Background: an optimization exercise with open tools, aiming at small area. Do not read the settings as production practice.
In this exercise RTL edits were held to simulation tests only and were not proved equivalent to the original.
Power figures rest on the tool's default switching activity, not on a simulated workload.

run A:
## vpx_brd_ctrl_core
module vpx_brd_ctrl_core
 (
	clk,   						 
	rst_n,						 
	vcc1p0_pgood_i,
	vcc3p3_fmc_pgood_i,
	vcc_vadj_fmc_pgood_i,
	vcc1p2_pgood_i,
	vcc1p8_fpga_pgood_i,
	vcc1p5_fpga_pgood_i,
	vcc0p75_fpga_pgood_i,
	vcc1p0_mgtavcc_pgood_i,
	vcc1p2_mgtavtt_pgood_i,
	vcc3p3_pgood_i,
	dspa_sspcs1_i,		  			 
	dspa_sspck_i,					 
	dspa_sspmiso_o,					 
	dspa_sspmosi_i,         		 
	dspb_sspcs1_i,		  			 
	dspb_sspck_i,					 
	dspb_sspmiso_o,					 
	dspb_sspmosi_i,         		 
	vcc2p5_pgood_i,			
	vcc1p8_dsp_pgood_i,     
	vcc1p5_dsp_pgood_i,	    
	vcc0p75_dsp_pgood_i,	
	sys_pgood_o,			
	vcc2p5_en_o,			
	vcc1p8_dsp_en_o,        
	vcc1p5_dsp_en_o,				
	vcc0p75_dsp_en_o,		
	dspa_gpio_i,					 
	dspa_gpio_o,					 
	dspa_gpio_en,					 
	dspb_gpio_i,					 
	dspb_gpio_o,					 
	dspb_gpio_en,					 
	full_reset_i,					 
	dspa_warm_reset_i,				 
	dspb_warm_reset_i,				 
	fpga_rst_i,						 
	fpga_rst_o,						 
	dspa_trgrstz_i, 				 
	dspb_trgrstz_i, 				 
	dspa_debug_led_o,				 
	dspb_debug_led_o,				 
	dspa_porz_o,					 
	dspa_resetfullz_o,				 
	dspa_resetz_o,					 
	dspa_lresetz_o,					 
	dspa_coresel_o,					 
	dspa_resetstat_n_i,				 
	dspa_nmiz_o,					 
	dspa_lresetnmienz_o,			 
	dspa_bootcomplete_i,             
	dspa_paclksel_o,				 
	dspa_hout_i,					 
	dspa_sysclkout_i,				 
	dspa_timi0_o,					 
	dspb_porz_o,					 
	dspb_resetfullz_o,				 
	dspb_resetz_o,					 
	dspb_lresetz_o,					 
	dspb_coresel_o,					 
	dspb_resetstat_n_i,				 
	dspb_nmiz_o,					 
	dspb_lresetnmienz_o,			 
	dspb_bootcomplete_i,             
	dspb_paclksel_o,				 
	dspb_hout_i,					 
	dspb_sysclkout_i,				 
	dspb_timi0_o,					 
	dspa_phy_int_n_i,				 
	dspa_phy_rst_n_o,				 
	dspb_phy_int_n_i,				 
	dspb_phy_rst_n_o,				 
	dspa_ucd9222_pg1_i,				 
	dspa_ucd9222_pg2_i,				 
	dspa_ucd9222_ena1_o,   			 
	dspa_ucd9222_ena2_o,			 
	dspa_pgucd9222_i,				 
	dspa_ucd9222_rst_n_o,			 
	dspb_ucd9222_pg1_i,				 
	dspb_ucd9222_pg2_i,				 
	dspb_ucd9222_ena1_o,   			 
	dspb_ucd9222_ena2_o,			 
	dspb_pgucd9222_i,				 
	dspb_ucd9222_rst_n_o,			 
	dspa_pca9306_en_o,				 
	dspb_pca9306_en_o,				 
	dspa_nand_wp_o,					 
	dspa_nor_wp_n_o,				 
	dspa_eeprom_wp_o,				 
	dspb_nand_wp_o,					 
	dspb_nor_wp_n_o,				 
	dspb_eeprom_wp_o,				 
    dspa_vid_oe_n_o, 
	dspb_vid_oe_n_o, 
	ad9516_1_clock_reset_o,
	ad9516_1_cs_o, 
	ad9516_1_pd_o,
	ad9516_1_refsel_o,
	ad9516_1_sclk_o,
	ad9516_1_sdi_o,
	ad9516_1_ld_i,
	ad9516_2_clock_reset_o,
	ad9516_2_cs_o, 
	ad9516_2_pd_o,
	ad9516_2_refsel_o,
	ad9516_2_sclk_o,
	ad9516_2_sdi_o,
	ad9516_2_ld_i,
	sp3an_debug_led_o,
	front_led_o,
	sw_fsel_o,
	sw_qfg_o,
	srio_rst_n_o,
	sw_spd_o,
	fmc1_pg_c2m_o,
	fmc2_pg_c2m_o,
	dspa_tsip0_fsa0_o,
	dspa_tsip0_clka0_o,
	dspb_tsip0_fsa0_o,
	dspb_tsip0_clka0_o
 );
Size in the first run: ~320 flip-flops, about 210 I/O pins, roughly 16000 um^2 of cells after synthesis.
Settings: LEC_CHECK=0, CAP_MARGIN=20, CORE_MARGIN=2, CORE_UTILIZATION=40, SLEW_MARGIN=20; clock period 20.0 ns.
standard.sh (not shown) runs the stock make flow with config.mk's settings and CLKGATE_MAP_FILE= SYNTH_SCRIPT=/design/flow/synth_recipe.tcl, a recipe that flattens the netlist after the stock synthesis.
==> flow/flow/run.sh <==
#!/bin/bash
# Layout flow: the standard ORFS flow (standard.sh), with these changes:
#  - after the standard synthesis, the logic between the registers is
#    re-mapped by ABC for area (flow/remap.tcl, flow/remap.abc); registers keep
#    their names and cell types, and the new netlist is proven equal to the
#    standard one (flow/equiv.tcl) before it is used (else the standard
#    netlist is kept);
#  - input and output ports are buffered with sky130_fd_sc_hd__buf_1;
#  - clock tree synthesis uses the arguments in flow/cts_args.txt.
# Each tool's output goes to its own log in the work folder (ORFS also writes
# each step's log under orfs/logs/).
set -euo pipefail
cts_args="$(tr '\n' ' ' < flow/cts_args.txt)"
knobs=("BUFFER_PORTS_ARGS=-buffer_cell sky130_fd_sc_hd__buf_1" "CTS_ARGS=${cts_args}")
res=orfs/results/${FLOW_PLATFORM}/vpx_brd_ctrl_core/base
bash standard.sh "${knobs[@]}" synth > make_synth.log 2>&1

YOSYS=yosys
[[ -x "${FLOW_HOME}/../tools/install/yosys/bin/yosys" ]] && YOSYS="${FLOW_HOME}/../tools/install/yosys/bin/yosys"
export REMAP_LIB="${FLOW_HOME}/platforms/${FLOW_PLATFORM}/lib/sky130_fd_sc_hd__tt_025C_1v80.lib"
export REMAP_IN="$PWD/1_2_yosys_standard.v"
export REMAP_OUT="$PWD/1_2_yosys_remap.v"
export REMAP_DONT_USE="$PWD/flow/dont_use.txt"
export REMAP_ABC="$PWD/flow/remap.abc"
cp "$res/1_2_yosys.v" "$REMAP_IN"
if "$YOSYS" -c flow/remap.tcl > yosys_remap.log 2>&1 && \
   "$YOSYS" -c flow/equiv.tcl > yosys_equiv.log 2>&1; then
  cp "$REMAP_OUT" "$res/1_2_yosys.v"
  echo "re-mapped netlist used" > remap_result.txt
else
  echo "re-map failed or not proven: standard netlist kept" > remap_result.txt
fi
bash standard.sh "${knobs[@]}" do-1_synth > make_synth_odb.log 2>&1
bash standard.sh "${knobs[@]}" finish > make_finish.log 2>&1
==> flow/flow/remap.abc <==
strash
dc2
strash
&get -n
&dch -f
&nf -R 1000
&put
topo
stime -p
==> flow/flow/remap.tcl <==
# Re-map the combinational logic of the standard synthesis netlist for area.
# Registers (and tie cells) are kept as they are, with their names and cell
# types; only the logic between them is re-mapped by ABC.
# Environment: REMAP_LIB (liberty), REMAP_IN, REMAP_OUT (netlists),
# REMAP_DONT_USE (file with one don't-use cell per line), REMAP_ABC (script).
yosys -import
set lib $::env(REMAP_LIB)
set du {}
foreach c [split [string trim [read [open $::env(REMAP_DONT_USE)]]] "\n"] { lappend du -dont_use $c }
read_liberty -ignore_miss_func $lib
read_verilog $::env(REMAP_IN)
hierarchy -top vpx_brd_ctrl_core
blackbox sky130_fd_sc_hd__*df* sky130_fd_sc_hd__dl* sky130_fd_sc_hd__conb*
flatten
opt_clean
abc -script $::env(REMAP_ABC) -liberty $lib {*}$du
opt_clean -purge
hilomap -singleton -hicell sky130_fd_sc_hd__conb_1 HI -locell sky130_fd_sc_hd__conb_1 LO
insbuf -buf sky130_fd_sc_hd__buf_4 A X
splitnets
opt_clean -purge
hierarchy -top vpx_brd_ctrl_core
check -assert -mapped
tee -o remap_stat.txt stat -liberty $lib
write_verilog -noattr -nohex -nodec $::env(REMAP_OUT)
Other scripts of this flow, unchanged in this note and not shown: flow/flow/cts_args.txt, flow/flow/dont_use.txt, flow/flow/equiv.tcl
Per the final summary, run A finished and its layout is clean on timing, DRC and antenna.
For run B, these inputs were changed with respect to run A:
--- a/flow/flow/run.sh
+++ b/flow/flow/run.sh
@@ -14 +14 @@
-knobs=("BUFFER_PORTS_ARGS=-buffer_cell sky130_fd_sc_hd__buf_1" "CTS_ARGS=${cts_args}")
+knobs=("BUFFER_PORTS_ARGS=-buffer_cell sky130_fd_sc_hd__buf_1" "CTS_ARGS=${cts_args}" "SKIP_REPAIR_TIE_FANOUT=1")
--- a/flow/flow/remap.abc
+++ b/flow/flow/remap.abc
@@ -3 +2,0 @@
-strash
@@ -4,0 +4 @@
+&deepsyn -T 90
--- a/flow/flow/remap.tcl
+++ b/flow/flow/remap.tcl
@@ -21,0 +22,6 @@
+tee -o remap_stat.txt stat -liberty $lib
+write_verilog -noattr -nohex -nodec $::env(REMAP_OUT)
+# read the result back against the cell library alone and check it
+design -reset
+read_liberty -lib $lib
+read_verilog $::env(REMAP_OUT)
@@ -24,2 +29,0 @@
-tee -o remap_stat.txt stat -liberty $lib
-write_verilog -noattr -nohex -nodec $::env(REMAP_OUT)
Run B against run A; count of filler cells inserted in the layout is down by more than 10%. Of run A and run B, run B shows the higher layout overhead on the synthesized area, with run A below it. Run B vs. run A: utilization rose 0.19 points, share of cells above drive strength 1 fell 3.3 points, synthesized cell count -319, register fraction of the total cell area went up 6.6 points, post-route minimum period fell 360 ps. Relative to run A, overall power of the completed layout decreased by 0.000011 W in run B.

==> afterwards: timing with drivers on the ports <==
Ports are ideal in the flow. The routed layouts listed here were re-timed in OpenROAD.
Step 1 assumes that a clkbuf_16 drives the clock port and a buf_2 every other input.
Step 2 moves the port delays by t, midway between the first and last clock arrival at a register: inputs arrive t later, outputs are due t later. That takes back most of the time a late clock gives input paths.
a / b / c = ideal ports / drivers / drivers and shift; a / b = the first two.
run	t, ns	slack for setup (ns)	hold WS [ns]	clock arrival spread, ns	worst register clock-pin slew, ns
run A	0.539	10.792 / 10.771 / 10.771	0.278 / 0.278 / 0.278	0.064 / 0.065	0.11 / 0.11
run B	0.534	11.154 / 11.130 / 11.130	0.335 / 0.335 / 0.335	0.047 / 0.047	0.11 / 0.11
After both steps setup and hold are still met in every run listed. The setup slack of run B, which loses most, moves by -0.024 ns with the drivers and by -0.024 ns with both steps.
